This design comes from an exercise in tuning for small area on the open sky130 flow, not from production work. In this exercise RTL edits were held to simulation tests only and were not proved equivalent to the original. No activity file was given, so power comes from the tool's default toggle rates.

### flow/design.v
module integrator #(
    parameter DW = 16
)(
    input  wire clk,
    input  wire reset_n,
    input  wire ce,
    input  wire signed [DW-1:0] din,
    output reg  signed [DW-1:0] dout
);
    always @(posedge clk, negedge reset_n) begin
        if(!reset_n)
            dout <= {DW{1'b0}};
        else begin
        if(ce)
            dout <= din + dout;
        end
    end
endmodule
module comb #(
    parameter DW = 16,
    parameter M  = 1
)(
    input  wire clk,
    input  wire reset_n,
    input  wire ce,
    input  wire signed [DW-1:0] din,
    output reg  signed [DW-1:0] dout
);
    reg signed [DW-1:0] din_0[0:M-1];
    integer i;
    always @(posedge clk, negedge reset_n) begin
        if(!reset_n) begin
            dout  <= 0;
            for(i = 0;i < M;i = i + 1)
                din_0[i] <= 0;
        end
        else begin
        if(ce) begin
            dout  <= din - din_0[M-1];
            din_0[0] <= din;
            if(M > 1) begin
                for(i = 1;i < M;i = i + 1)
                    din_0[i] <= din_0[i-1];
            end
        end
        end
    end
endmodule
module cic_decimator_varialble_ahb(
    input  wire clk,
    input  wire reset_n,
    input  wire ce,
    input  wire [15:0] tdata_s,
    input  wire        tvalid_s,
    output wire        tready_s,
    output reg  [15:0] tdata_m,
    output reg         tvalid_m,
    input  wire        tready_m,
    input  wire [31:0]     haddr_s,
    input  wire [2:0]      hburst_s,
    input  wire [2:0]      hsize_s,
    input  wire [1:0]      htrans_s,
    input  wire [31:0]     hwdata_s,
    input  wire            hwrite_s,
    output reg  [31:0]     hrdata_s,
    output reg  [31:0]     hreadyout_s,
    output reg             hresp_s,
    input  wire            hsel_s
);
    reg  [31:0] reg_ctrl;
    wire deci_enable = reg_ctrl[0];
    reg  [31:0] reg_trunc_intg_0;
    reg  [31:0] reg_trunc_intg_1;
    wire [7:0] intg_trunc_0 = reg_trunc_intg_0[7:0];
    wire [7:0] intg_trunc_1 = reg_trunc_intg_0[15:8];
    wire [7:0] intg_trunc_2 = reg_trunc_intg_0[23:16];
    wire [7:0] intg_trunc_3 = reg_trunc_intg_0[31:24];
    wire [7:0] intg_trunc_4 = reg_trunc_intg_1[7:0];
    reg  [15:0] reg_dec_ratio;
	reg  [15:0] data_in;
	reg         data_valid;
	reg         proc_en;
	always @(posedge clk, negedge reset_n) begin
		if(!reset_n) begin
			data_in    <= 0;
			data_valid <= 1'b0;
			proc_en    <= 1'b0;
		end
		else begin
			if(tvalid_s && tready_s)
				data_in <= tdata_s;
			data_valid <= tvalid_s;
			proc_en    <= tready_m;
		end
	end
	assign tready_s = proc_en;
    wire signed [52:0] d_0;
    wire signed [46:0] d_1;
    wire signed [38:0] d_2;
    wire signed [31:0] d_3;
    wire signed [24:0] d_4;
    wire signed [23:0] d_5;
    wire signed [21:0] d_6;
    wire signed [20:0] d_7;
    wire signed [19:0] d_8;
    wire signed [19:0] d_9;
    integrator #(
    	.DW (53)
    ) intg_0(
		.clk     (clk),
		.reset_n (reset_n),
		.ce      (ce && proc_en),
		.din  ({{37{tdata_s[15]}}, tdata_s}),
		.dout (d_0)
    );
    integrator #(
    	.DW (47)
    ) intg_1(
		.clk     (clk),
		.reset_n (reset_n),
		.ce      (ce && proc_en),
		.din  (d_0 >>> intg_trunc_0),
		.dout (d_1)
    );
    integrator #(
    	.DW (39)
    ) intg_2(
		.clk     (clk),
		.reset_n (reset_n),
		.ce      (ce && proc_en),
		.din  (d_1 >>> intg_trunc_1),
		.dout (d_2)
    );
    integrator #(
    	.DW (32)
    ) intg_3(
		.clk     (clk),
		.reset_n (reset_n),
		.ce      (ce && proc_en),
		.din  (d_2 >>> intg_trunc_2),
		.dout (d_3)
    );
    integrator #(
    	.DW (25)
    ) intg_4(
		.clk     (clk),
		.reset_n (reset_n),
		.ce      (ce && proc_en),
		.din  (d_3 >>> intg_trunc_3),
		.dout (d_4)
    );
    reg         [15:0] cycle;
    wire resample_en = (cycle == reg_dec_ratio - 1) && proc_en;
    always @(posedge clk, negedge reset_n) begin
        if(!reset_n)
            cycle <= 0;
        else begin
            if(cycle >= reg_dec_ratio - 1)
                cycle <= 0;
            else
                cycle <= cycle + 1;
        end
    end
    comb #(
    	.DW (24),
    	.M  (2)
    ) comb_0(
		.clk     (clk),
		.reset_n (reset_n),
		.ce      (ce && resample_en),
		.din  (d_4 >>> intg_trunc_4),
		.dout (d_5)
    );
    comb #(
    	.DW (22),
    	.M  (2)
    ) comb_1(
		.clk     (clk),
		.reset_n (reset_n),
		.ce      (ce && resample_en),
		.din  (d_5 >>> 1),
		.dout (d_6)
    );
    comb #(
    	.DW (21),
    	.M  (2)
    ) comb_2(
		.clk     (clk),
		.reset_n (reset_n),
		.ce      (ce && resample_en),
		.din  (d_6 >>> 1),
		.dout (d_7)
    );
    comb #(
    	.DW (20),
    	.M  (2)
    ) comb_3(
		.clk     (clk),
		.reset_n (reset_n),
		.ce      (ce && resample_en),
		.din  (d_7 >>> 1),
		.dout (d_8)
    );
    comb #(
    	.DW (20),
    	.M  (2)
    ) comb_4(
		.clk     (clk),
		.reset_n (reset_n),
		.ce      (ce && resample_en),
		.din  (d_8),
		.dout (d_9)
    );
	always @(*) begin
		if(deci_enable)
			tdata_m = d_9[19:4];
		else
			tdata_m = data_in;
		tvalid_m = resample_en;
	end
    reg  [31:0] haddr_last;
    reg         hwrite_last;
    reg  [31:0] hwdata_last;
    wire        ahb_writeable;
    task reg_read_ahb();
    begin
        casex(haddr_s[15:0])
            'h0000:hrdata_s <= reg_ctrl;
            'h0004:hrdata_s <= reg_dec_ratio;
            'h1000:hrdata_s <= reg_trunc_intg_0;
            'h1004:hrdata_s <= reg_trunc_intg_1;
        endcase
    end
    endtask
    task reg_write_ahb();
    begin
        casex(haddr_last[15:0])
        'h0000:reg_ctrl         <= hwdata_s;
        'h0004:reg_dec_ratio    <= hwdata_s;
        'h1000:reg_trunc_intg_0 <= hwdata_s;
        'h1004:reg_trunc_intg_1 <= hwdata_s;
        endcase
    end
    endtask
    assign ahb_writeable = 1'b1;
    task reg_reset_ahb();
    begin
        reg_ctrl         <= 0;
        reg_dec_ratio    <= 0;
        reg_trunc_intg_0 <= 0;
        reg_trunc_intg_1 <= 0;
    end
    endtask
    task reg_update_ahb();
    begin
    end
    endtask
    localparam  AHB_IDLE  = 2'b00;
    localparam  AHB_READ  = 2'b01;
    localparam  AHB_WRITE = 2'b10;
    localparam  AHB_ERROR = 2'b11;
    reg  [1:0]  ahb_stat;
    task ahb_transcation();
    begin
        if(hwrite_s)
            ahb_stat <= AHB_WRITE;
        else begin
            if((haddr_last == haddr_s) && ahb_writeable)
                hrdata_s <= hwdata_s;
            else
                reg_read_ahb();
            ahb_stat <= AHB_READ;
        end
        haddr_last  <= haddr_s;
    end
    endtask
    always @(posedge clk, negedge reset_n) begin
        if(!reset_n) begin
            haddr_last  <= 0;
            hrdata_s    <= 'h0;
            reg_reset_ahb();
            ahb_stat <= AHB_IDLE;
        end
        else begin
        if(ce) begin
            case(ahb_stat)
                AHB_IDLE, AHB_READ:begin
                    if(hsel_s) begin
                        ahb_transcation();
                    end
                    else begin
                        ahb_stat <= AHB_IDLE;
                        reg_update_ahb();
                    end
                end
                AHB_WRITE:begin
                    reg_write_ahb();
                    if(hsel_s) begin
                        ahb_transcation();
                    end
                    else
                        ahb_stat <= AHB_IDLE;
                end
                AHB_ERROR:begin
                    ahb_stat <= AHB_IDLE;
                end
            endcase
        end
    end
    end
    always @(*) begin
        case(ahb_stat)
            AHB_IDLE, AHB_READ:begin
                hreadyout_s = 1'b1;
                hresp_s     = 1'b0;
            end
            AHB_WRITE:begin
                hresp_s     = 1'b0;
                hreadyout_s = 1'b1;
            end
            AHB_ERROR:begin
                hresp_s     = 1'b1;
                hreadyout_s = 1'b0;
            end
            default:begin
                hresp_s     = 1'b0;
                hreadyout_s = 1'b1;
            end
        endcase
    end
endmodule
### flow/run.sh
#!/bin/bash
# synth_recipe.tcl (not shown) runs the flow's synth.tcl, then flattens the netlist and writes it again
# the make line also repeats each setting of config.mk as NAME=value (left out here)
make -C /OpenROAD-flow-scripts/flow DESIGN_CONFIG=/design/flow/config.mk WORK_HOME=/design/flow/orfs CLKGATE_MAP_FILE= SYNTH_SCRIPT=/design/flow/synth_recipe.tcl finish
### flow/config.mk
export PLATFORM = sky130hd
export DESIGN_NAME = cic_decimator_varialble_ahb
export DESIGN_NICKNAME = cic_decimator_varialble_ahb
export VERILOG_FILES = /design/flow/design.v
export SDC_FILE = /design/flow/constraint.sdc
export NUM_CORES = 4
export LEC_CHECK = 0
export CAP_MARGIN = 20
export CORE_MARGIN = 2
export CORE_UTILIZATION = 40
export PLACE_DENSITY = 0.6
export SLEW_MARGIN = 20
### flow/constraint.sdc
create_clock -name core_clock -period 10.0 [get_ports {clk}]
set_input_delay 2.0000 -clock core_clock [delete_from_list [all_inputs] [get_ports {clk}]]
set_output_delay 2.0000 -clock core_clock [all_outputs]
set_load 0.01 [all_outputs]
==> results_dict.tcl <==
set metrics [dict create \
    fin_tns_setup_ns 0 \
    drive_gt1_share_pct 7.98 \
    routedWlPerCell_um 18.0 \
    ys.flop_type "dfrtp_1" \
    io_buffers 138 \
    ctsHoldBuffers 0 \
    antenna_found_initial 1 \
    clk_latency_ns 0.73 \
    async_flop_share_pct 100 \
    syn_inst 6510 \
    setup_viol 0 \
    fin_crit_ns 7.39 \
    ctsResizeCount 0 \
    endpoint_kind "primary output" \
    required_ns 8.00 \
    die_area_sq_um 139000 \
    ys_warn_count 22 \
    synth_edf_count 0 \
    hpwl_mm 109 \
    hold_violations 0 \
    max-clock-path-buffers 3 \
    critPathMaxStageDelay_ns 0.89 \
    max-vdd-ir-drop_v 0.000148 \
    fin_skew_ns 0.0639 \
    num_rows 135 \
    min_period_over_period_pct 73.9 \
    drv_cap 0 \
    rsz0062_at_grt "false" \
    die_x_um 373 \
    ant_nets 0 \
    pin_count 178 \
    whs_ns 0.438 \
    tightestPinTransition_ns 1.10 \
    grt_pass1_wl_mm 241 \
    grt_usage_pct 21.1 \
    num_vias 45500 \
    initial_core_util_pct 40.3 \
    p_per_area_nw_per_um2 305 \
    fin_nets 6832 \
    synth-seq-cells 718 \
    avgSynthCellArea_sq_um 8.37 \
    clk_pin_slew_worst_paths_ns 0.06 \
    gp_congestion 0.911 \
    p_leak_nw 27.7 \
    clkSinkCount 718 \
    antennaDiodeCount 0 \
    path_cells "or4_1, nor4_1, nand2_1, or2_2, nor4_1, xnor2_1, ha_1, nand4_1, nor4_1, nand2_1, a21oi_1, clkdlybuf4s50_1" \
    slowest_stage "clkdlybuf4s50_1" \
    ys_types 94 \
    numCtsBuffers 88 \
    cts_tree "done" \
    die_h_um 373 \
    drtPass1Iterations 5 \
    yosysSeqAreaShare_pct 33.0 \
    slew_headroom_pct 26.2 \
    fmax_mhz 135 \
    cp_common_cell "nor4_1" \
    cp_max_fo 5 \
    syn-cell-area_sq_um 54500 \
    core-area_sq_um 135000 \
    cts_root_buffer "clkbuf_16" \
    grt_max_degree 190 \
    viasPerCell 5.50 \
    htree_levels 3 \
    wl_mm 149 \
    path_class "flop to primary output" \
    post_cts.repair.setup_buffers 0 \
    area_growth_syn_to_layout_pct 10.6 \
    drt_first_iter_violations 3567 \
    critPathLaunchType "flop" \
    drc 0 \
    first_global_vias 43500 \
    run_status "finished clean" \
    critPathArrivalTime_ns 5.39 \
    grt_overflow 0 \
    drv_slew 0 \
    holdCritPathClass "flop to flop" \
]
## area by class of cell
| type | instances | area, sq um |
|---|---|---|
| clock buffers | 121 | 2520 |
| clock inverters | 37 | 616 |
| fillers | 13200 | 75100 |
| inverters | 214 | 803 |
| multi-input cells | 5195 | 34200 |
| flip-flops and latches | 718 | 18000 |
| well taps | 1781 | 2230 |
| repair buffers | 205 | 1940 |
## critical path: cells and delay by family (launching register included)
kind                       cells  cell delay (ns)
and+or+nand+nor                8             2.17
adders and majority gates      1             0.31
xor gates and xnor gates       1             0.13
AOI/OAI and AO/OA              1             0.71
DFF                            1             0.44
buffers and inverters          1             0.89
## cells in the mapped netlist (all sizes together) (9+ instances only)
| master | instances | area [sq um] |
|---|---|---|
| nand4 | 38 | 238 |
| a22oi | 21 | 158 |
| and3 | 25 | 156 |
| nor4 | 20 | 125 |
| a31oi | 36 | 231 |
| ha | 306 | 3830 |
| fa | 9 | 180 |
| nor3 | 71 | 355 |
| or3 | 19 | 119 |
| and4 | 9 | 78.8 |
| dfrtp | 718 | 18000 |
| inv | 210 | 788 |
| a31o | 11 | 96.3 |
| a211oi | 48 | 365 |
| a211o | 10 | 87.6 |
| or2 | 18 | 113 |
| a21o | 140 | 1050 |
| o311ai | 11 | 96.3 |
| or4 | 10 | 75.1 |
| nand3 | 56 | 280 |
| o21ai | 844 | 4230 |
| a21oi | 384 | 1930 |
| o31ai | 36 | 270 |
| nand2b | 52 | 325 |
| mux4 | 13 | 293 |
| nor2b | 61 | 382 |
| xnor2 | 163 | 1430 |
| xor2 | 146 | 1280 |
| and2 | 33 | 206 |
| o211ai | 50 | 375 |
| mux2 | 360 | 4050 |
| mux2i | 387 | 3870 |
| clkbuf | 287 | 1080 |
| o21bai | 31 | 233 |
| a21boi | 14 | 105 |
| nand2 | 1136 | 4260 |
| o21a | 44 | 330 |
| o22a | 10 | 87.6 |
| o22ai | 45 | 288 |
| buf | 126 | 618 |
| nor2 | 397 | 1500 |
## final timing paths
check                                                start                        endpoint  slack [ns]  cells past startpoint
min in group asynchronous                          reset_n     comb_0.dout[21]$_DFFE_PN0P_        1.30                      1
hold reg to reg             comb_3.din_0[0][0]$_DFFE_PN0P_  comb_3.din_0[1][0]$_DFFE_PN0P_        0.44                      2
hold / removal              comb_3.din_0[0][0]$_DFFE_PN0P_  comb_3.din_0[1][0]$_DFFE_PN0P_        0.44                      2
setup reg to reg           reg_trunc_intg_0[0]$_DFFE_PN0P_     intg_1.dout[45]$_DFFE_PN0P_        3.58                     23
setup / recovery              reg_dec_ratio[4]$_DFFE_PN0P_                        tvalid_m        2.61                     12
max in group asynchronous                          reset_n     intg_0.dout[48]$_DFFE_PN0P_        6.69                      3
## metrics by stage
stage	setup slack [ns]	instances	power, mW	instance area [sq um]	util [%]
2_1_floorplan	4.78	6540	12.4	54600	-
3_3_place_gp	3.34	8113	14.8	57100	42.2
3_5_place_dp	3.28	8113	14.9	57100	42.2
4_1_cts	2.58	8271	18.5	60200	44.5
5_1_grt	2.28	8271	20.1	60200	44.5
6_report	2.61	8271	18.4	60200	44.5
## kinds of logic (layout without fill, tap and decap cells)
kind of cell	after synthesis	in the layout	share of synthesized area, %
adders and majority gates	315	315	7.36
xor gates and xnor gates	309	309	4.97
DFF	718	718	33.0
muxes	760	760	15.1
AOI/OAI and AO/OA	1818	1818	19.7
buffers and inverters	627	577	4.59
other	1	31	0.00689
and+or+nand+nor	1962	1962	15.3
## routing by layer
metal	track usage, %	wire (um)	vias up	part of all wire, %
met5	0	0	-	0
met4	4.82	3020	0	2.0
met3	2.53	5960	171	4.0
met2	33.9	67500	784	45
met1	30.1	72500	21700	49
li1	-	-	22800	-
## report_power, final
group / switching [mW] / total, mW / internal (mW)
registers: 0.845 / 4.69 / 3.84
clock network: 1.40 / 3.42 / 2.02
logic: 5.93 / 10.3 / 4.37
## state kept, by name (all words and copies together), names as in the netlist, 39 cells and up
signal / flops
comb_2.din_0: 42
intg_1.dout: 47
comb_4.din_0: 40
comb_0.din_0: 46
comb_3.din_0: 40
intg_2.dout: 39
intg_0.dout: 53
comb_1.din_0: 44
## cells in the final DEF (no fill, tap or decap), drive strengths merged, types with 135 or more instances in the layout
cell type	count
a21o	140
a21oi	384
clkdlybuf4s50	135
dfrtp	718
ha	306
inv	213
mux2	360
mux2i	387
nand2	1136
nor2	397
o21ai	844
xnor2	163
xor2	146

-- static timing again, ports no longer ideal --
Ports are ideal in the flow. The routed layout listed here was re-timed in OpenROAD.
Step 1: set_driving_cell puts a clkbuf_16 on clk and a buf_2 on each other input, an assumption about the parent block.
Step 2 moves the port delays by t, midway between the first and last clock arrival at a register: inputs arrive t later, outputs are due t later. That takes back most of the time a late clock gives input paths.
a / b / c = ideal / step 1 / step 2; a / b = the first two.
shift t [ns]: 0.775
slack for setup (ns): 2.607 / 2.529 / 3.304
latest minus earliest clock arrival (ns): 0.064 / 0.064
worst data-port slew with drivers (ns): 0.10
After both steps this run still meets setup and hold. For this run, drivers alone change the setup slack by -0.078 ns; drivers and shift together by +0.697 ns.
